What follows belongs to an exercise in optimizing a design on an open flow for small area, a short achievable clock period and few clock cycles; a production flow would make more cautious choices.
Where RTL was checked, it was by simulation tests only, not by an equivalence proof against the original.
Power and IR drop assume default switching activity.

==> run a: inputs <==
==> flow/design.v <==
`timescale 1ns / 1ps
module Pipelined_CPU(
  input         clk,
  input         rst_n,
  output [6:0]  imem_addr,
  input  [31:0] imem_data,
  output [6:0]  dmem_addr,
  output [31:0] dmem_wdata,
  output        dmem_we,
  input  [31:0] dmem_rdata
);
  reg  [6:0]  FA;           
  reg  [6:0]  IA;           
  reg  [6:0]  IA1;          
  reg         AV;           
  reg  [31:0] IR;           
  reg  [6:0]  XPC;          
  reg         XV;           
  reg  [6:0]  EPC;          
  reg  [31:0] SA, SB;       
  reg  [6:0]  DA;           
  reg  [31:0] M_res;        
  reg  [31:0] M_wd;         
  reg  [4:0]  M_dst;
  reg         M_wr, M_ld, M_st;
  reg  [31:0] W_res;
  reg  [4:0]  W_dst;
  reg         W_wr, W_ld;
  reg  [31:0] rf [0:31];
  reg  [31:0] rv;           
  assign imem_addr  = FA;
  assign dmem_addr  = DA;
  assign dmem_wdata = M_wd;
  assign dmem_we    = M_st;
  localparam C_SUB = 0, C_RT = 1, C_AND = 2, C_OR = 3, C_XOR = 4, C_NOR = 5,
             C_SLT = 6, C_STU = 7, C_SH = 8, C_LUI = 9, C_SUM = 10, C_SLL = 11,
             C_SRA = 12, C_UA = 13, C_UB = 14, NCTL = 15;
  function [NCTL-1:0] decode(input [31:0] w);
    reg [5:0] o, f;
    reg rt0, fadd, fsub, fand, f_or, fxor, fnor, fsll, fsrl, fsra, fslt, fstu, fjr, ralu;
    reg iadd, islt, istu, iand, i_or, ixor, ilui, ilw, isw, ialu, ibr2, ibr1;
    begin
      o = w[31:26];
      f = w[5:0];
      rt0  = (o == 6'h00);
      fadd = rt0 & (f[5:1] == 5'b10000);
      fsub = rt0 & (f[5:1] == 5'b10001);
      fand = rt0 & (f == 6'h24);
      f_or = rt0 & (f == 6'h25);
      fxor = rt0 & (f == 6'h26);
      fnor = rt0 & (f == 6'h27);
      fsll = rt0 & (f == 6'h04);
      fsrl = rt0 & (f == 6'h06);
      fsra = rt0 & (f == 6'h07);
      fslt = rt0 & (f == 6'h2A);
      fstu = rt0 & (f == 6'h2B);
      fjr  = rt0 & (f == 6'h08);
      ralu = fadd | fsub | fand | f_or | fxor | fnor | fsll | fsrl | fsra | fslt | fstu;
      iadd = (o[5:1] == 5'b00100);
      islt = (o == 6'h0A);
      istu = (o == 6'h0B);
      iand = (o == 6'h0C);
      i_or = (o == 6'h0D);
      ixor = (o == 6'h0E);
      ilui = (o == 6'h0F);
      ilw  = (o == 6'h23);
      isw  = (o == 6'h2B);
      ialu = iadd | islt | istu | iand | i_or | ixor;
      ibr2 = (o == 6'h04) | (o == 6'h05);
      ibr1 = (o == 6'h06) | (o == 6'h07) | ((o == 6'h01) & (w[20:17] == 4'd0));
      decode[C_SUB] = fsub | fslt | fstu | islt | istu;
      decode[C_RT]  = rt0;
      decode[C_AND] = fand | iand;
      decode[C_OR]  = f_or | i_or;
      decode[C_XOR] = fxor | ixor;
      decode[C_NOR] = fnor;
      decode[C_SLT] = fslt | islt;
      decode[C_STU] = fstu | istu;
      decode[C_SH]  = fsll | fsrl | fsra;
      decode[C_LUI] = ilui;
      decode[C_SUM] = ~(fand | iand | f_or | i_or | fxor | ixor | fnor | fslt | islt |
                        fstu | istu | fsll | fsrl | fsra | ilui);
      decode[C_SLL] = fsll;
      decode[C_SRA] = fsra;
      decode[C_UA]  = ralu | fjr | ialu | ilw | isw | ibr2 | ibr1;
      decode[C_UB]  = ralu | isw | ibr2;
    end
  endfunction
  reg [NCTL-1:0] CTL;
  wire [5:0] op = IR[31:26];
  wire [4:0] rs = IR[25:21];
  wire [4:0] rt = IR[20:16];
  wire [4:0] rd = IR[15:11];
  wire [5:0] fn = IR[5:0];
  wire [31:0] imm = {{16{IR[15]}}, IR[15:0]};
  wire rtype   = CTL[C_RT];
  wire is_jr   = (op == 6'h00) & (fn == 6'h08);
  wire r_alu   = (op == 6'h00) & ((fn[5:3] == 3'b100) | (fn[5:1] == 5'b10101) |
                                  (fn == 6'h04) | (fn == 6'h06) | (fn == 6'h07));
  wire i_alu   = (op[5:3] == 3'b001) & (op != 6'h0F);
  wire i_lui   = CTL[C_LUI];
  wire is_lw   = (op == 6'h23);
  wire is_sw   = (op == 6'h2B);
  wire is_beq  = (op == 6'h04);
  wire is_bne  = (op == 6'h05);
  wire is_blez = (op == 6'h06);
  wire is_bgtz = (op == 6'h07);
  wire is_bltz = (op == 6'h01) & (rt == 5'd0);
  wire is_bgez = (op == 6'h01) & (rt == 5'd1);
  wire is_j    = (op == 6'h02);
  wire useA = CTL[C_UA];
  wire useB = CTL[C_UB];
  wire wreg = r_alu | i_alu | i_lui | is_lw;
  wire [4:0] dst = rtype ? rd : rt;
  wire mA = M_wr & (M_dst == rs);
  wire mB = M_wr & (M_dst == rt);
  wire wA = W_wr & (W_dst == rs);
  wire wB = W_wr & (W_dst == rt);
  wire stall = XV & ((useA & (mA ? M_ld : (wA & W_ld))) |
                     (useB & (mB ? M_ld : (wB & W_ld))));
  wire xexec = XV & ~stall;
  reg  [31:0] rfA, rfB;
  integer k;
  always @(*) begin
    rfA = 32'd0;
    rfB = 32'd0;
    for (k = 0; k < 32; k = k + 1) begin
      rfA = rfA | ({32{SA[k]}} & rf[k]);
      rfB = rfB | ({32{SB[k]}} & rf[k]);
    end
  end
  wire rvA = |(SA & rv);
  wire rvB = |(SB & rv);
  wire sMA = mA;
  wire sWA = ~mA & wA;
  wire sRA = ~mA & ~wA & rvA;
  wire sMB = mB;
  wire sWB = ~mB & wB;
  wire sRB = ~mB & ~wB & rvB;
  wire [31:0] opA = ({32{sMA}} & M_res) | ({32{sWA}} & W_res) | ({32{sRA}} & rfA);
  wire [31:0] opB = ({32{sMB}} & M_res) | ({32{sWB}} & W_res) | ({32{sRB}} & rfB);
  wire        use_imm = ~rtype;
  wire [31:0] srcB = ({32{sMB & rtype}} & M_res) | ({32{sWB & rtype}} & W_res) |
                     ({32{sRB & rtype}} & rfB) | ({32{use_imm}} & imm);
  wire        sub = CTL[C_SUB];
  wire [31:0] bx  = srcB ^ {32{sub}};
  function [31:0] carries(input [31:0] g, input [31:0] p, input cin);
    reg [31:0] G, P, Gn, Pn;
    integer l, i, j;
    begin
      G = g;
      P = p;
      G[0] = g[0] | (p[0] & cin);
      for (l = 0; l < 5; l = l + 1) begin
        Gn = G;
        Pn = P;
        for (i = 0; i < 32; i = i + 1) begin
          if ((i >> l) & 1) begin
            j = ((i >> (l + 1)) << (l + 1)) + (1 << l) - 1;
            Gn[i] = G[i] | (P[i] & G[j]);
            Pn[i] = P[i] & P[j];
          end
        end
        G = Gn;
        P = Pn;
      end
      carries = G;
    end
  endfunction
  wire [31:0] pg = opA & bx;
  wire [31:0] pp = opA ^ bx;
  wire [31:0] cy = carries(pg, pp, sub);
  wire [31:0] sum  = pp ^ {cy[30:0], sub};
  wire        lt_s = (opA[31] ^ srcB[31]) ? opA[31] : sum[31];
  wire        lt_u = ~cy[31];
  function [31:0] rev32(input [31:0] x);
    integer k;
    begin
      for (k = 0; k < 32; k = k + 1) rev32[k] = x[31 - k];
    end
  endfunction
  wire        f_sll  = CTL[C_SLL];
  wire [31:0] sh_in  = f_sll ? rev32(opB) : opB;
  wire        fill   = CTL[C_SRA] & opB[31];
  wire        sh_big = |opA[31:5];
  wire [63:0] sh_ext = {{32{fill}}, sh_in} >> opA[4:0];
  wire [31:0] sh_r   = sh_big ? {32{fill}} : sh_ext[31:0];
  wire [31:0] sh_out = f_sll ? rev32(sh_r) : sh_r;
  wire r_and = CTL[C_AND];
  wire r_or  = CTL[C_OR];
  wire r_xor = CTL[C_XOR];
  wire f_nor = CTL[C_NOR];
  wire r_slt = CTL[C_SLT];
  wire r_stu = CTL[C_STU];
  wire r_sh  = CTL[C_SH];
  wire r_sum = CTL[C_SUM];
  wire [31:0] alu = ({32{r_and}} & pg) | ({32{r_or}} & (pg | pp)) | ({32{r_xor}} & pp) |
                    ({32{f_nor}} & ~(pg | pp)) | ({32{r_sh}} & sh_out) |
                    ({32{i_lui}} & {IR[15:0], 16'd0}) | ({32{r_sum}} & sum) |
                    {31'd0, (r_slt & lt_s) | (r_stu & lt_u)};
  wire eq   = (opA == opB);
  wire zer  = (opA == 32'd0);
  wire neg  = opA[31];
  wire taken = (is_beq & eq) | (is_bne & ~eq) | (is_blez & (neg | zer)) |
               (is_bgtz & ~(neg | zer)) | (is_bltz & neg) | (is_bgez & ~neg);
  wire [6:0] pc1  = XPC + 7'd1;
  wire [6:0] btgt = pc1 + IR[6:0];
  wire [6:0] xnext = is_jr ? opA[6:0] : is_j ? IR[6:0] : taken ? btgt : pc1;
  wire s_epc = ~XV;
  wire s_jr  = XV & ~stall & is_jr;
  wire s_j   = XV & ~stall & is_j;
  wire s_bt  = XV & ~stall & ~is_jr & ~is_j & taken;
  wire s_pc1 = XV & ~(s_jr | s_j | s_bt);
  wire [6:0] expc = ({7{s_epc}} & EPC) | ({7{s_jr}} & opA[6:0]) | ({7{s_j}} & IR[6:0]) |
                    ({7{s_bt}} & btgt) | ({7{s_pc1}} & pc1);
  wire ia_hit = (s_epc & (IA == EPC)) | (s_jr & (IA == opA[6:0])) | (s_j & (IA == IR[6:0])) |
                (s_bt & (IA == btgt)) | (s_pc1 & (IA == pc1));
  wire fa_hit = (s_epc & (FA == EPC)) | (s_jr & (FA == opA[6:0])) | (s_j & (FA == IR[6:0])) |
                (s_bt & (FA == btgt)) | (s_pc1 & (FA == pc1));
  wire accept = AV & ~stall & ia_hit;
  wire [5:0] iop = imem_data[31:26];
  wire       ibr = (iop == 6'h04) | (iop == 6'h05) | (iop == 6'h06) | (iop == 6'h07) |
                   ((iop == 6'h01) & (imem_data[20:17] == 4'd0));
  wire       ij  = (iop == 6'h02);
  wire       ipt = ij | (ibr & imem_data[6]);
  wire [6:0] itgt = ij ? imem_data[6:0] : (IA1 + imem_data[6:0]);
  localparam NB = 2;
  localparam NBB = (NB > 1) ? $clog2(NB) : 1;
  reg  [6:0] bt_tag [0:NB-1];
  reg  [6:0] bt_tgt [0:NB-1];
  reg  [NB-1:0] bt_v;
  wire [NBB-1:0] fidx = (NB > 1) ? FA[NBB-1:0] : 0;
  wire [NBB-1:0] xidx = (NB > 1) ? XPC[NBB-1:0] : 0;
  wire       bhit  = bt_v[fidx] & (bt_tag[fidx] == FA);
  wire [6:0] bpred = bhit ? bt_tgt[fidx] : FA + 7'd1;
  wire       xtk   = xexec & (is_jr | is_j | taken);
  wire [6:0] fdist   = FA - IA1;
  wire       fa_same = ij ? (imem_data[6:0] == FA) : (imem_data[6:0] == fdist);
  wire       redir   = ipt & ~fa_same;
  wire [6:0] fa_next = accept ? (redir ? itgt : bpred) : (fa_hit ? bpred : expc);
  always @(posedge clk or negedge rst_n) begin
    if (!rst_n) bt_v <= 0;
    else if (xtk) bt_v[xidx] <= 1'b1;
  end
  always @(posedge clk) begin
    if (xtk) begin
      bt_tag[xidx] <= XPC;
      bt_tgt[xidx] <= xnext;
    end
  end
  always @(posedge clk or negedge rst_n) begin
    if (!rst_n) begin
      FA  <= 7'd0;
      AV  <= 1'b0;
      XV  <= 1'b0;
      EPC <= 7'd0;
      M_wr <= 1'b0;
      M_st <= 1'b0;
      W_wr <= 1'b0;
    end else begin
      FA  <= fa_next;
      AV  <= 1'b1;
      if (!stall) XV <= accept;
      if (xexec) EPC <= xnext;
      M_wr <= xexec & wreg;
      M_st <= xexec & is_sw;
      W_wr <= M_wr;
    end
  end
  always @(posedge clk) begin
    IA  <= FA;
    IA1 <= FA + 7'd1;
    IR  <= ir_n;
    CTL <= decode(ir_n);
    SA  <= 32'd1 << ir_n[25:21];
    SB  <= 32'd1 << ir_n[20:16];
    if (!stall) XPC <= IA;
    if (xexec & (is_lw | is_sw)) DA <= sum[8:2];
    M_res <= alu;
    M_wd  <= opB;
    M_dst <= dst;
    M_ld  <= is_lw;
    W_res <= M_res;
    W_dst <= M_dst;
    W_ld  <= M_ld;
  end
  wire [31:0] ir_n = stall ? IR : imem_data;
  wire [31:0] wdata = W_ld ? dmem_rdata : W_res;
  always @(posedge clk) begin
    if (W_wr) rf[W_dst] <= wdata;
  end
  always @(posedge clk or negedge rst_n) begin
    if (!rst_n) rv <= 32'd0;
    else if (W_wr) rv[W_dst] <= 1'b1;
  end
endmodule
==> flow/run.sh <==
#!/bin/bash
# synth_recipe.tcl (not shown) runs the flow's synth.tcl, then flattens the netlist and writes it again
# the make line also repeats each setting of config.mk as NAME=value (left out here)
make -C /OpenROAD-flow-scripts/flow DESIGN_CONFIG=/design/flow/config.mk WORK_HOME=/design/flow/orfs CLKGATE_MAP_FILE= SYNTH_SCRIPT=/design/flow/synth_recipe.tcl finish
==> flow/config.mk <==
export PLATFORM = sky130hd
export DESIGN_NAME = Pipelined_CPU
export DESIGN_NICKNAME = Pipelined_CPU
export VERILOG_FILES = /design/flow/design.v
export SDC_FILE = /design/flow/constraint.sdc
export NUM_CORES = 8
export LEC_CHECK = 0
export CAP_MARGIN = 20
export CORE_MARGIN = 2
export CORE_UTILIZATION = 40
export SETUP_SLACK_MARGIN = 1.0
export SLEW_MARGIN = 20
==> flow/constraint.sdc <==
create_clock -name core_clock -period 22.0 [get_ports {clk}]
set_input_delay 4.4000 -clock core_clock [delete_from_list [all_inputs] [get_ports {clk}]]
set_output_delay 4.4000 -clock core_clock [all_outputs]
set_load 0.01 [all_outputs]
==> run b (differences from run a) <==
--- a/flow/design.v
+++ b/flow/design.v
@@ -12,13 +12,16 @@
   reg  [6:0]  FA;           
   reg  [6:0]  IA;           
   reg  [6:0]  IA1;          
+  reg         BH;           
   reg         AV;           
   reg  [31:0] IR;           
-  reg  [6:0]  XPC;          
+  reg  [6:0]  XP1;          
   reg         XV;           
   reg  [6:0]  EPC;          
   reg  [31:0] SA, SB;       
+  reg         BMA, BWA, LDA, BMB, BWB, LDB;
   reg  [6:0]  DA;           
+  reg  [6:0]  FAO;          
   reg  [31:0] M_res;        
   reg  [31:0] M_wd;         
   reg  [4:0]  M_dst;
@@ -28,7 +31,7 @@
   reg         W_wr, W_ld;
   reg  [31:0] rf [0:31];
   reg  [31:0] rv;           
-  assign imem_addr  = FA;
+  assign imem_addr  = FAO;
   assign dmem_addr  = DA;
   assign dmem_wdata = M_wd;
   assign dmem_we    = M_st;
@@ -112,12 +115,7 @@
   wire useB = CTL[C_UB];
   wire wreg = r_alu | i_alu | i_lui | is_lw;
   wire [4:0] dst = rtype ? rd : rt;
-  wire mA = M_wr & (M_dst == rs);
-  wire mB = M_wr & (M_dst == rt);
-  wire wA = W_wr & (W_dst == rs);
-  wire wB = W_wr & (W_dst == rt);
-  wire stall = XV & ((useA & (mA ? M_ld : (wA & W_ld))) |
-                     (useB & (mB ? M_ld : (wB & W_ld))));
+  wire stall = XV & ((useA & LDA) | (useB & LDB));
   wire xexec = XV & ~stall;
   reg  [31:0] rfA, rfB;
   integer k;
@@ -129,47 +127,22 @@
       rfB = rfB | ({32{SB[k]}} & rf[k]);
     end
   end
-  wire rvA = |(SA & rv);
-  wire rvB = |(SB & rv);
-  wire sMA = mA;
-  wire sWA = ~mA & wA;
-  wire sRA = ~mA & ~wA & rvA;
-  wire sMB = mB;
-  wire sWB = ~mB & wB;
-  wire sRB = ~mB & ~wB & rvB;
-  wire [31:0] opA = ({32{sMA}} & M_res) | ({32{sWA}} & W_res) | ({32{sRA}} & rfA);
-  wire [31:0] opB = ({32{sMB}} & M_res) | ({32{sWB}} & W_res) | ({32{sRB}} & rfB);
+  wire [31:0] opA = ({32{BMA}} & M_res) | ({32{BWA}} & W_res) | rfA;
+  wire [31:0] opB = ({32{BMB}} & M_res) | ({32{BWB}} & W_res) | rfB;
   wire        use_imm = ~rtype;
-  wire [31:0] srcB = ({32{sMB & rtype}} & M_res) | ({32{sWB & rtype}} & W_res) |
-                     ({32{sRB & rtype}} & rfB) | ({32{use_imm}} & imm);
+  wire [31:0] srcB = ({32{BMB & rtype}} & M_res) | ({32{BWB & rtype}} & W_res) |
+                     ({32{rtype}} & rfB) | ({32{use_imm}} & imm);
   wire        sub = CTL[C_SUB];
   wire [31:0] bx  = srcB ^ {32{sub}};
-  function [31:0] carries(input [31:0] g, input [31:0] p, input cin);
-    reg [31:0] G, P, Gn, Pn;
-    integer l, i, j;
-    begin
-      G = g;
-      P = p;
-      G[0] = g[0] | (p[0] & cin);
-      for (l = 0; l < 5; l = l + 1) begin
-        Gn = G;
-        Pn = P;
-        for (i = 0; i < 32; i = i + 1) begin
-          if ((i >> l) & 1) begin
-            j = ((i >> (l + 1)) << (l + 1)) + (1 << l) - 1;
-            Gn[i] = G[i] | (P[i] & G[j]);
-            Pn[i] = P[i] & P[j];
-          end
-        end
-        G = Gn;
-        P = Pn;
-      end
-      carries = G;
-    end
-  endfunction
   wire [31:0] pg = opA & bx;
   wire [31:0] pp = opA ^ bx;
-  wire [31:0] cy = carries(pg, pp, sub);
+  wire [31:0] g0 = {pg[31:1], pg[0] | (pp[0] & sub)};
+  wire [31:0] g1, g2, g3, g4, cy, p1, p2, p3, p4, p5;
+  pfx_level #(0) pl0 (.g(g0), .p(pp), .go(g1), .po(p1));
+  pfx_level #(1) pl1 (.g(g1), .p(p1), .go(g2), .po(p2));
+  pfx_level #(2) pl2 (.g(g2), .p(p2), .go(g3), .po(p3));
+  pfx_level #(3) pl3 (.g(g3), .p(p3), .go(g4), .po(p4));
+  pfx_level #(4) pl4 (.g(g4), .p(p4), .go(cy), .po(p5));
   wire [31:0] sum  = pp ^ {cy[30:0], sub};
   wire        lt_s = (opA[31] ^ srcB[31]) ? opA[31] : sum[31];
   wire        lt_u = ~cy[31];
@@ -203,7 +176,7 @@
   wire neg  = opA[31];
   wire taken = (is_beq & eq) | (is_bne & ~eq) | (is_blez & (neg | zer)) |
                (is_bgtz & ~(neg | zer)) | (is_bltz & neg) | (is_bgez & ~neg);
-  wire [6:0] pc1  = XPC + 7'd1;
+  wire [6:0] pc1  = XP1;
   wire [6:0] btgt = pc1 + IR[6:0];
   wire [6:0] xnext = is_jr ? opA[6:0] : is_j ? IR[6:0] : taken ? btgt : pc1;
   wire s_epc = ~XV;
@@ -223,59 +196,67 @@
                    ((iop == 6'h01) & (imem_data[20:17] == 4'd0));
   wire       ij  = (iop == 6'h02);
   wire       ipt = ij | (ibr & imem_data[6]);
-  wire [6:0] itgt = ij ? imem_data[6:0] : (IA1 + imem_data[6:0]);
-  localparam NB = 2;
-  localparam NBB = (NB > 1) ? $clog2(NB) : 1;
-  reg  [6:0] bt_tag [0:NB-1];
-  reg  [6:0] bt_tgt [0:NB-1];
-  reg  [NB-1:0] bt_v;
-  wire [NBB-1:0] fidx = (NB > 1) ? FA[NBB-1:0] : 0;
-  wire [NBB-1:0] xidx = (NB > 1) ? XPC[NBB-1:0] : 0;
-  wire       bhit  = bt_v[fidx] & (bt_tag[fidx] == FA);
-  wire [6:0] bpred = bhit ? bt_tgt[fidx] : FA + 7'd1;
+  wire [6:0] isum;
+  add7 tadd (.a(IA1), .b(imem_data[6:0]), .s(isum));
+  wire [6:0] itgt = ij ? imem_data[6:0] : isum;
+  reg  [6:1] bt_tag [0:1];
+  reg  [6:0] bt_tgt [0:1];
+  reg  [1:0] bt_v;
+  wire [6:0] FA1  = FA + 7'd1;
+  wire       fidx = FA1[0];
+  wire       xidx = XP1[0];
+  wire       bhit  = bt_v[fidx] & (bt_tag[fidx] == FA1[6:1]);
+  wire [6:0] bpred = bhit ? bt_tgt[fidx] : FA1;
   wire       xtk   = xexec & (is_jr | is_j | taken);
-  wire [6:0] fdist   = FA - IA1;
-  wire       fa_same = ij ? (imem_data[6:0] == FA) : (imem_data[6:0] == fdist);
-  wire       redir   = ipt & ~fa_same;
+  wire       redir   = ipt & ~BH;
   wire [6:0] fa_next = accept ? (redir ? itgt : bpred) : (fa_hit ? bpred : expc);
+  wire       bh_next = bhit & (accept ? ~redir : fa_hit);
   always @(posedge clk or negedge rst_n) begin
     if (!rst_n) bt_v <= 0;
     else if (xtk) bt_v[xidx] <= 1'b1;
   end
   always @(posedge clk) begin
     if (xtk) begin
-      bt_tag[xidx] <= XPC;
+      bt_tag[xidx] <= XP1[6:1];
       bt_tgt[xidx] <= xnext;
     end
   end
   always @(posedge clk or negedge rst_n) begin
     if (!rst_n) begin
       FA  <= 7'd0;
+      BH  <= 1'b0;
       AV  <= 1'b0;
       XV  <= 1'b0;
       EPC <= 7'd0;
       M_wr <= 1'b0;
-      M_st <= 1'b0;
       W_wr <= 1'b0;
     end else begin
       FA  <= fa_next;
+      BH  <= bh_next;
       AV  <= 1'b1;
       if (!stall) XV <= accept;
       if (xexec) EPC <= xnext;
       M_wr <= xexec & wreg;
-      M_st <= xexec & is_sw;
       W_wr <= M_wr;
     end
   end
   always @(posedge clk) begin
     IA  <= FA;
-    IA1 <= FA + 7'd1;
+    IA1 <= FA1;
     IR  <= ir_n;
     CTL <= decode(ir_n);
-    SA  <= 32'd1 << ir_n[25:21];
-    SB  <= 32'd1 << ir_n[20:16];
-    if (!stall) XPC <= IA;
-    if (xexec & (is_lw | is_sw)) DA <= sum[8:2];
+    SA  <= (32'd1 << nrs) & rv_n & {32{~(n_ma | n_wa)}};
+    SB  <= (32'd1 << nrt) & rv_n & {32{~(n_mb | n_wb)}};
+    BMA <= n_ma & ~is_lw;
+    BWA <= ~n_ma & n_wa & ~M_ld;
+    LDA <= n_ma ? is_lw : (n_wa & M_ld);
+    BMB <= n_mb & ~is_lw;
+    BWB <= ~n_mb & n_wb & ~M_ld;
+    LDB <= n_mb ? is_lw : (n_wb & M_ld);
+    if (!stall) XP1 <= IA1;
+    DA  <= sum[8:2];
+    FAO  <= rst_n ? fa_next : 7'd0;
+    M_st <= rst_n & xexec & is_sw;
     M_res <= alu;
     M_wd  <= opB;
     M_dst <= dst;
@@ -285,12 +266,73 @@
     W_ld  <= M_ld;
   end
   wire [31:0] ir_n = stall ? IR : imem_data;
+  wire [31:0] rv_n = rv | ({32{W_wr}} & (32'd1 << W_dst));
+  wire [4:0] nrs  = ir_n[25:21];
+  wire [4:0] nrt  = ir_n[20:16];
+  wire       n_wx = xexec & wreg;
+  wire       n_ma = n_wx & (dst == nrs);
+  wire       n_mb = n_wx & (dst == nrt);
+  wire       n_wa = M_wr & (M_dst == nrs);
+  wire       n_wb = M_wr & (M_dst == nrt);
   wire [31:0] wdata = W_ld ? dmem_rdata : W_res;
   always @(posedge clk) begin
     if (W_wr) rf[W_dst] <= wdata;
   end
   always @(posedge clk or negedge rst_n) begin
     if (!rst_n) rv <= 32'd0;
-    else if (W_wr) rv[W_dst] <= 1'b1;
+    else rv <= rv_n;
   end
 endmodule
+module pfx_level #(parameter L = 0) (
+  input  [31:0] g,
+  input  [31:0] p,
+  output [31:0] go,
+  output [31:0] po
+);
+  genvar i;
+  generate
+    for (i = 0; i < 32; i = i + 1) begin : b
+      if (((i >> L) & 1) == 1) begin : c
+        localparam integer J = ((i >> (L + 1)) << (L + 1)) + (1 << L) - 1;
+        assign go[i] = g[i] | (p[i] & g[J]);
+        assign po[i] = p[i] & p[J];
+      end else begin : n
+        assign go[i] = g[i];
+        assign po[i] = p[i];
+      end
+    end
+  endgenerate
+endmodule
+module add7 (
+  input  [6:0] a,
+  input  [6:0] b,
+  output [6:0] s
+);
+  wire [6:0] g0 = a & b;
+  wire [6:0] p0 = a ^ b;
+  wire [6:0] g1, p1, g2, p2, g3;
+  pfx_level7 #(0) l0 (.g(g0), .p(p0), .go(g1), .po(p1));
+  pfx_level7 #(1) l1 (.g(g1), .p(p1), .go(g2), .po(p2));
+  pfx_level7 #(2) l2 (.g(g2), .p(p2), .go(g3), .po());
+  assign s = p0 ^ {g3[5:0], 1'b0};
+endmodule
+module pfx_level7 #(parameter L = 0) (
+  input  [6:0] g,
+  input  [6:0] p,
+  output [6:0] go,
+  output [6:0] po
+);
+  genvar i;
+  generate
+    for (i = 0; i < 7; i = i + 1) begin : b
+      if (((i >> L) & 1) == 1) begin : c
+        localparam integer J = ((i >> (L + 1)) << (L + 1)) + (1 << L) - 1;
+        assign go[i] = g[i] | (p[i] & g[J]);
+        assign po[i] = p[i] & p[J];
+      end else begin : n
+        assign go[i] = g[i];
+        assign po[i] = p[i];
+      end
+    end
+  endgenerate
+endmodule
CORE_UTILIZATION = 55   (was 40)
CTS_CLUSTER_DIAMETER = 120   (was default)
CTS_CLUSTER_SIZE = 20   (was default)
==> comparison <==
In run b the worst setup slack is higher than in run a, by 1.3 ns. Between run b and run a, the lower power is in run b (gap about 16%, measured against run a). Against run a, the global-route usage of run b is higher by 14 points. Of run a and run b, run b has the higher register-to-register slack (gap 1.3 ns). Sequential share of layout area: run a is lower than run b (3.4 points). Between run a and run b, the lower final cell count is in run b (gap 11%, measured against run b). In run b the hold slack is lower than in run a, by 0.0060 ns.
Testbench counts of run b, summed over its fixed seeds: cycles 45,979.
The RTL of run a was laid out without a check of its function.

separate check: timing with driven ports:
No port has a modelled driver above. Below, the same layouts with a new extraction and two added sets of constraints.
Step 1 (the two cells are an assumption about what drives the block):
set clk [get_ports {clk}]
set_driving_cell -lib_cell sky130_fd_sc_hd__clkbuf_16 $clk
set_driving_cell -lib_cell sky130_fd_sc_hd__buf_2 [delete_from_list [all_inputs] $clk]
Step 2 times the ports against the registers' clock, not the clock port: input delays grow and output delays shrink by t, the midpoint of the rising clock arrivals with the driver on.
Slacks: no drivers / after step 1 / after step 2; pairs: no drivers / after step 1.
run | t, ns | slack for setup (ns) | worst register clock-pin slew, ns | worst data-port slew with drivers (ns) | pins driven straight from the clock port
run a | 0.873 | 13.690 / 13.690 / 13.690 | 0.07 / 0.07 | 0.08 | 1
run b | 0.806 | 15.028 / 15.028 / 14.698 | 0.10 / 0.10 | 0.05 | 1
After both steps every run listed still meets setup and hold. For run b, which loses most, drivers alone change the setup slack by 0.000 ns; drivers and shift together by -0.330 ns.
